Context: an optimization exercise on an open-source flow, tuned for small area. The choices shown serve that exercise and are no tape-out recipe. At most, simulation tests tie the RTL to the original design; equivalence was not proved. Power figures rest on the tool's default switching activity, not on a simulated workload.

==> flow/design.v <==
`timescale 1ns / 1ps
module sample_generator#(
        parameter integer C_M_AXIS_DATA_WIDTH = 16
    )(
        input wire                                      ACLK,
        input wire                                      ARESETN,
        input wire [C_M_AXIS_DATA_WIDTH-1:0]            tlast_throttle,
        input wire [C_M_AXIS_DATA_WIDTH-1:0]            clk_divider,
        input wire                                      enable,
        input wire                                      insert_error,
        output reg  [C_M_AXIS_DATA_WIDTH-1:0]           M_AXIS_TDATA,
        output wire [(C_M_AXIS_DATA_WIDTH/8)-1:0]       M_AXIS_TKEEP,
        output reg                                      M_AXIS_TLAST,
        input  wire                                     M_AXIS_TREADY,
        output reg                                      M_AXIS_TVALID
    );
    localparam integer W = C_M_AXIS_DATA_WIDTH;
    assign M_AXIS_TKEEP = {(W/8){1'b1}};
    reg [W-1:0] div_r;
    reg         sample_clk;
    always @(posedge ACLK) begin
        if (~ARESETN) begin
            div_r <= 'd2;
            sample_clk <= 1'b0;
        end else if (|clk_divider[W-1:1]) begin
            if (div_r < clk_divider) begin
                div_r <= div_r + 'd1;
            end else begin
                div_r <= 'd2;
                sample_clk <= ~sample_clk;
            end
        end
    end
    reg trigger_r;
    reg data_valid;
    always @(posedge ACLK) begin
        if (~ARESETN) begin
            trigger_r <= 1'b1;
            data_valid <= 1'b0;
        end else begin
            data_valid <= enable & sample_clk & trigger_r;
            if (enable)
                trigger_r <= ~sample_clk;
        end
    end
    reg insert_error_r;
    reg insert_error_ack_r;
    reg err_last_r;
    wire err_now = insert_error_r & ~insert_error_ack_r;
    always @(posedge ACLK) begin
        if (~ARESETN) begin
            insert_error_r <= 1'b0;
        end else if (insert_error & ~insert_error_ack_r) begin
            insert_error_r <= 1'b1;
        end else if (~insert_error & insert_error_ack_r) begin
            insert_error_r <= 1'b0;
        end
    end
    reg [W-1:0] databeat_counter_r;
    always @(posedge ACLK) begin
        if (~ARESETN) begin
            M_AXIS_TDATA <= 'd0;
            M_AXIS_TVALID <= 1'b0;
            M_AXIS_TLAST <= 1'b0;
            insert_error_ack_r <= 1'b0;
            err_last_r <= 1'b0;
            databeat_counter_r <= 'd0;
        end else begin
            if (M_AXIS_TREADY && M_AXIS_TVALID)
                M_AXIS_TVALID <= 1'b0;
            if (M_AXIS_TREADY && M_AXIS_TLAST)
                M_AXIS_TLAST <= 1'b0;
            if (data_valid) begin
                M_AXIS_TDATA <= M_AXIS_TDATA + {{(W-2){1'b0}}, err_last_r, 1'b1} - {{(W-2){1'b0}}, err_now, 1'b0};
                insert_error_ack_r <= insert_error_r;
                err_last_r <= err_now;
                M_AXIS_TVALID <= 1'b1;
                if (databeat_counter_r < (tlast_throttle - 'd1)) begin
                    databeat_counter_r <= databeat_counter_r + 'd1;
                end else begin
                    databeat_counter_r <= 'd0;
                    M_AXIS_TLAST <= 1'b1;
                end
            end
        end
    end
endmodule
Settings: LEC_CHECK=0, CAP_MARGIN=20, CORE_MARGIN=2, CORE_UTILIZATION=40, SLEW_MARGIN=20; clock period 4.0 ns.
run.sh (not shown) runs the stock make flow with config.mk's settings and CLKGATE_MAP_FILE= SYNTH_SCRIPT=/design/flow/synth_recipe.tcl, a recipe that flattens the netlist after the stock synthesis.
==> next run, changes <==
==> flow/design.v (replaced) <==
`timescale 1ns / 1ps
module sample_generator#(
        parameter integer C_M_AXIS_DATA_WIDTH = 16
    )(
        input wire                                      ACLK,
        input wire                                      ARESETN,
        input wire [C_M_AXIS_DATA_WIDTH-1:0]            tlast_throttle,
        input wire [C_M_AXIS_DATA_WIDTH-1:0]            clk_divider,
        input wire                                      enable,
        input wire                                      insert_error,
        output wire [C_M_AXIS_DATA_WIDTH-1:0]           M_AXIS_TDATA,
        output wire [(C_M_AXIS_DATA_WIDTH/8)-1:0]       M_AXIS_TKEEP,
        output reg                                      M_AXIS_TLAST,
        input  wire                                     M_AXIS_TREADY,
        output reg                                      M_AXIS_TVALID
    );
    localparam integer W = C_M_AXIS_DATA_WIDTH;
    assign M_AXIS_TKEEP = {(W/8){1'b1}};
    reg  [W-1:0] div_r;
    reg          sample_clk;
    wire         div_en   = |clk_divider[W-1:1];
    wire         div_wrap = div_en & ~(div_r < clk_divider);
    wire [W-1:0] div_inc  = div_r + {{(W-1){1'b0}}, div_en};
    always @(posedge ACLK) begin
        div_r      <= (~ARESETN | div_wrap) ? 'd2 : div_inc;
        sample_clk <= ARESETN & (sample_clk ^ div_wrap);
    end
    reg trigger_r;
    reg data_valid;
    always @(posedge ACLK) begin
        if (~ARESETN) begin
            trigger_r <= 1'b1;
            data_valid <= 1'b0;
        end else begin
            data_valid <= enable & sample_clk & trigger_r;
            if (enable)
                trigger_r <= ~sample_clk;
        end
    end
    reg insert_error_r;
    reg insert_error_ack_r;
    reg err_last_r;
    always @(posedge ACLK) begin
        if (~ARESETN) begin
            insert_error_r <= 1'b0;
        end else if (insert_error & ~insert_error_ack_r) begin
            insert_error_r <= 1'b1;
        end else if (~insert_error & insert_error_ack_r) begin
            insert_error_r <= 1'b0;
        end
    end
    reg  [W-1:0] data_r;
    reg  [W-1:0] beat_r;
    wire         beat_lt = (tlast_throttle == 'd0) ||
                           (beat_r != 'd0 && beat_r < tlast_throttle);
    assign M_AXIS_TDATA = err_last_r ? data_r - 'd2 : data_r;
    always @(posedge ACLK) begin
        if (~ARESETN) begin
            data_r <= 'd0;
            M_AXIS_TVALID <= 1'b0;
            M_AXIS_TLAST <= 1'b0;
            insert_error_ack_r <= 1'b0;
            err_last_r <= 1'b0;
            beat_r <= 'd1;
        end else begin
            if (M_AXIS_TREADY && M_AXIS_TVALID)
                M_AXIS_TVALID <= 1'b0;
            if (M_AXIS_TREADY && M_AXIS_TLAST)
                M_AXIS_TLAST <= 1'b0;
            if (data_valid) begin
                data_r <= data_r + 'd1;
                err_last_r <= insert_error_r & ~insert_error_ack_r;
                insert_error_ack_r <= insert_error_r;
                M_AXIS_TVALID <= 1'b1;
                if (beat_lt) begin
                    beat_r <= beat_r + 'd1;
                end else begin
                    beat_r <= 'd1;
                    M_AXIS_TLAST <= 1'b1;
                end
            end
        end
    end
endmodule
What happened: Setup slack improved by 0.12 ns; register-to-register slack improved by 0.14 ns; power goes up by 1.2%; clock power increases by 19%; core utilization came out lower by 0.86 points; clock-buffer cell count goes up by 1; via count went down by 18%; wire length went down by 23%.
Function not checked in the first run of this note: the RTL went through the layout flow alone.

[separate check: timing with driven ports]
In the flow no input, the clock included, has a driving cell. The finished layouts below were timed again as built, in two steps. Step 1 assumes that a clkbuf_16 drives the clock port and a buf_2 every other input. Step 2 adds t to the input delays and takes it off the output delays; t is the mean of the earliest and latest rising clock arrival at the registers after step 1. Input paths then give back, and output paths get back, about the clock's delay inside the block. a / b / c = ideal / step 1 / step 2; a / b = the first two.
run | t (ns) | slack for setup (ns) | hold slack, ns
the first run | 0.343 | 0.332 / 0.342 / 0.000 | 0.430 / 0.430 / 0.430
the second run | 0.336 | 0.450 / 0.419 / 0.601 | 0.491 / 0.491 / 0.491
The setup slack of the first run, which loses most, moves by +0.010 ns with the drivers and by -0.332 ns with both steps.
